What follows belongs to an exercise in optimizing a design on an open flow for small area, a short achievable clock period and few clock cycles; a production flow would make more cautious choices. RTL that was checked went through simulation tests only; none was proved equivalent to the original. Power figures rest on the tool's default switching activity, not on a simulated workload.

P:
==> flow/design.v (excerpt) <==
module JAM (
    input CLK,
    input RST,
    output [3:0] MatchCount,
    output [9:0] MinCost,
    output       Valid,
    output [2:0] W,
    output [2:0] J,
    input  [6:0] Cost
);
Settings: LEC_CHECK=0, CAP_MARGIN=20, CORE_MARGIN=2, CORE_UTILIZATION=40, SETUP_SLACK_MARGIN=4.0, SLEW_MARGIN=20; clock period 7.0 ns.
run.sh (not shown) runs the stock make flow with config.mk's settings and CLKGATE_MAP_FILE= SYNTH_SCRIPT=/design/flow/synth_recipe.tcl, a recipe that flattens the netlist after the stock synthesis.
Both conditions hold for P: the flow ran to the end and the final layout passed the timing, design-rule and antenna checks.
--- input diff P..Q ---
- removing SETUP_SLACK_MARGIN (formerly 4.0)
--- outcome ---
- Capturing element of the worst setup path: wp[2]$_DFFE_PP0P_ -> P, dmin[2]$_SDFFCE_PN1P_ -> Q
- Taking P as the reference, in Q post-route cell area now sits lower, number of signal-net buffers in the layout -97, power consumed by combinational cells shows a reduction of 24%.
No functional check of the RTL was part of any run of this note.

Another version of the RTL of JAM (not shown whole).
Size in the first run: roughly 2300 cells after synthesis, ~430 flip-flops, ~22000 sq um of cells after synthesis.
make LEC_CHECK=0 CAP_MARGIN=20 CORE_MARGIN=2 CORE_UTILIZATION=40 CTS_CLUSTER_DIAMETER=80 CTS_CLUSTER_SIZE=20 SETUP_SLACK_MARGIN=4.05 SLEW_MARGIN=20 finish   # period 7.0 ns
Testbench counts at the start, summed over its fixed seeds: cycles 4,191.
Edit:
--- a/flow/config.mk
+++ b/flow/config.mk
@@ -11,4 +11,4 @@
 export CTS_CLUSTER_DIAMETER = 80
 export CTS_CLUSTER_SIZE = 20
-export SETUP_SLACK_MARGIN = 4.05
+export SETUP_SLACK_MARGIN = 4.0
 export SLEW_MARGIN = 20
Effect:
- The changed run passed the timing, design-rule and antenna checks
- core utilization is lower by 0.65 points
- setup slack gains 0.063 ns
- clock-buffer cell count is higher by 1
- non-clock buffer count is lower by 18
- cell area is lower slightly
- clock power barely changes
- global-route usage is lower by 0.54 points
Edit:
--- a/flow/config.mk
+++ b/flow/config.mk
@@ -11,4 +11,4 @@
 export CTS_CLUSTER_DIAMETER = 80
 export CTS_CLUSTER_SIZE = 20
-export SETUP_SLACK_MARGIN = 4.0
+export SETUP_SLACK_MARGIN = 3.9
 export SLEW_MARGIN = 20
Effect: Register-to-register slack got worse by 0.05 ns. First-iteration DRC count is lower by a few percent. Count of clock-buffer cells in the layout goes up by 3. Clock skew hardly moves. Area after synthesis stays the same. Fmax fell slightly.
Edit:
--- a/flow/config.mk
+++ b/flow/config.mk
@@ -9,6 +9,6 @@
 export CORE_MARGIN = 2
 export CORE_UTILIZATION = 40
-export CTS_CLUSTER_DIAMETER = 80
-export CTS_CLUSTER_SIZE = 20
-export SETUP_SLACK_MARGIN = 3.9
+export CTS_CLUSTER_DIAMETER = 90
+export CTS_CLUSTER_SIZE = 22
+export SETUP_SLACK_MARGIN = 4.0
 export SLEW_MARGIN = 20
=>
- The new run produced a clean layout
- cell count rises by 0.51%
- fmax climbs by 0.41%
- synthesized area stays the same
- utilization goes up by 0.49 points
- setup slack improves by 0.013 ns
- clock-buffer cell count falls by 8
- wire length grows by about 0.7%

v31:
Another version of the RTL of JAM (not shown whole).
Size: roughly 2400 cells after synthesis.
Settings: LEC_CHECK=0, CAP_MARGIN=20, CORE_MARGIN=2, CORE_UTILIZATION=40, CTS_BUF_LIST=sky130_fd_sc_hd__clkbuf_8 sky130_fd_sc_hd__clkbuf_16, CTS_CLUSTER_DIAMETER=100, CTS_CLUSTER_SIZE=24, SETUP_SLACK_MARGIN=4.0, SLEW_MARGIN=20; clock period 7.0 ns.
The final layout from v31, which completed every stage, passed the timing, design-rule and antenna checks at the end of the flow.
Testbench counts of v31, summed over its fixed seeds: cycles 4,380.
For v43, these inputs were changed with respect to v31:
- swapping 40 for 50 in CORE_UTILIZATION
- swapping 24 for 20 in CTS_CLUSTER_SIZE
- clearing CTS_BUF_LIST, which used to be sky130_fd_sc_hd__clkbuf_8 sky130_fd_sc_hd__clkbuf_16
- swapping 100 for 80 in CTS_CLUSTER_DIAMETER
Results
- Any difference in clock slew seen by the registers of the worst setup and hold paths between v43 and v31 is small enough to ignore.
- v43 against v31: worst setup slack after placement climbed 0.016 ns; sequential share of layout area barely changed; power climbed about 3.7%; post-CTS setup buffer count climbed 2.2%.
- Diff v31 -> v43: via count of the first global-routing pass increased about 2%; standby leakage power increased 0.00012 uW; die area decreased about 20%.
### v43 -> v37
- SETUP_SLACK_MARGIN changed from 4.0 to 4.3
- CORE_UTILIZATION changed from 50 to 40
- CTS_CLUSTER_DIAMETER removed (was 80)
- CTS_CLUSTER_SIZE removed (was 20)
Findings:
Changes observed in v37 relative to v43: total power +about 12%; total power divided by cell area +about 3.2%.
Diff v43 -> v37: design area grew by 8.4%; clock network fraction of design power picked up an extra 4.5 points; minimum clock period after layout went up by 0.011 ns.
From v43 to v37 the numbers moved as follows: critical path's largest stage delay shows no meaningful change; count of clock buffers in the final design increased by about 75% relative to the old numbers.
What v11 does differently from v37 at the input level:
- swapping 4.3 for 3.9 in SETUP_SLACK_MARGIN
- putting CTS_CLUSTER_DIAMETER at 80 where nothing was set
- putting CTS_CLUSTER_SIZE at 20 where nothing was set
### Flow results
- v11 — via count 3.5% lower, v37 as reference
- When v11 is measured against v37, its clock-cell share of area turns out 2.2 points lower.
- In the flow results for v37 and v11, the leakage power is smaller on v11.
- Proportion of cell area occupied by multi-input gates delta for v11 relative to v37: 1.2 points higher

JAM, a different RTL version from the one above (not shown whole).
Size: about 430 flip-flops, roughly 30 I/O pins, about 22000 um^2 of cells after synthesis.
// JAM
module JAM (
    input CLK,
    input RST,
    output [3:0] MatchCount,
    output [9:0] MinCost,
    output       Valid,
    output [2:0] W,
    output [2:0] J,
    input  [6:0] Cost
);
localparam ST_SCAN = 2'd0;
localparam ST_Z    = 2'd1;
localparam ST_FIN  = 2'd2;
localparam ST_DONE = 2'd3;
integer k;
reg [1:0] st;
reg [6:0] cnt;
reg [2:0] rc;           
reg [2:0] jr;           
reg [2:0] wr;           
reg [2:0] r;            
reg       first;        
reg       pend;         
reg       pe;           
reg [6:0] dsum;         
reg [6:0] delta;        
reg [8:0] kofs;         
reg [9:0] xh;           
reg [6:0] cost_r;
reg [7:0] dmin;
reg [2:0] j1p, j0p, p1;    
reg [2:0] wp;           
reg [2:0] wro, wpo;     
reg       m1;
reg       aact;
reg [2:0] ar;            
reg [2:0] ac;
reg [9:0] mincost;
reg       valid;
reg [6:0] xz;           
reg [2:0] lp;           
reg [6:0] dmore;        
reg [7:0] zr;
reg [2:0] tpos;         
reg       dst;          
reg       pendc;        
reg       ph1;          
reg [2:0] lvl;
reg [3:0] ds;
reg [7:0] dused;
reg [20:0] dch;
reg [3:0] dcnt;
reg [55:0] cNV;    
reg [63:0] cM;     
reg [23:0] cW;     
reg [7:0]  cU;     
reg [23:0] cP;     
reg [7:0]  cMt;    
reg [55:0] rU;     
reg [7:0]  rV;     
reg [3:0]  win;    
assign MatchCount = dcnt;
assign MinCost    = mincost;
assign Valid      = valid;
assign W          = wr;
assign J          = jr;
wire scan = (st == ST_SCAN);
wire zp   = (st == ST_Z);
wire hold1 = scan && (cnt == 7'd1) && aact && !adone;
wire s_proc = scan && (cnt >= 7'd2 && cnt <= 7'd9);
  ...
export LEC_CHECK = 0
export CAP_MARGIN = 20
export CORE_MARGIN = 2
export CORE_UTILIZATION = 40
export CTS_CLUSTER_DIAMETER = 90
export CTS_CLUSTER_SIZE = 22
export SETUP_SLACK_MARGIN = 4.0
export SLEW_MARGIN = 20
create_clock -name core_clock -period 7.0 [get_ports {CLK}]
Testbench counts at the start, summed over its fixed seeds: cycles 4,380.
Rerun with:
- CTS_CLUSTER_DIAMETER: 90 -> 80
- CTS_CLUSTER_SIZE: 22 -> 20
Result: The changed run completed with no timing, DRC or antenna violations. Fmax barely changes. Register-to-register slack stays flat. Total power goes down slightly. Die area does not change. Sequential share of layout area barely changes. Clock skew goes up by 0.054 ns. Final cell count stays flat. Critical path depth does not change.
Rerun with:
- SETUP_SLACK_MARGIN: 4.0 -> 3.95
Result:
- die area stays the same
- worst setup slack improves by 0.084 ns
- synthesized area stays the same

-- re-timing with driven ports --
How much do the figures lean on ideal ports? The routed layouts below were timed once more, with nothing changed but the port constraints.
Step 1 (the two cells are an assumption about what drives the block):
set clk [get_ports {CLK}]
set_driving_cell -lib_cell sky130_fd_sc_hd__clkbuf_16 $clk
set_driving_cell -lib_cell sky130_fd_sc_hd__buf_2 [delete_from_list [all_inputs] $clk]
Step 2 adds t to the input delays and takes it off the output delays; t is the mean of the earliest and latest rising clock arrival at the registers after step 1. Input paths then give back, and output paths get back, about the clock's delay inside the block.
Slacks: ideal ports / drivers / drivers and shift; pairs: ideal ports / drivers.
run | t (ns) | setup WS [ns] | pins driven straight from the clock port
P | 0.614 | 3.665 / 3.665 / 3.665 | 1
Q | 0.621 | 2.513 / 2.513 / 2.513 | 1
the first run of note 2 | 0.654 | 3.889 / 3.889 / 3.877 | 1
the second run of note 2 | 0.645 | 3.952 / 3.952 / 3.924 | 1
the third run of note 2 | 0.655 | 3.906 / 3.906 / 3.899 | 1
the fourth run of note 2 | 0.650 | 3.918 / 3.918 / 3.906 | 1
v31 | 0.644 | 3.932 / 3.932 / 3.901 | 1
v43 | 0.669 | 3.841 / 3.841 / 3.796 | 1
v37 | 0.653 | 3.830 / 3.830 / 3.830 | 1
v11 | 0.659 | 3.911 / 3.890 / 3.557 | 1
the first run of note 4 | 0.647 | 3.913 / 3.913 / 3.913 | 1
the second run of note 4 | 0.668 | 3.909 / 3.909 / 3.708 | 1
the third run of note 4 | 0.659 | 3.994 / 3.943 / 3.994 | 1
After both steps every run listed still meets setup and hold. The setup slack of v11, which loses most, moves by -0.021 ns with the drivers and by -0.354 ns with both steps. The worst setup slack also covers recovery checks on asynchronous resets.
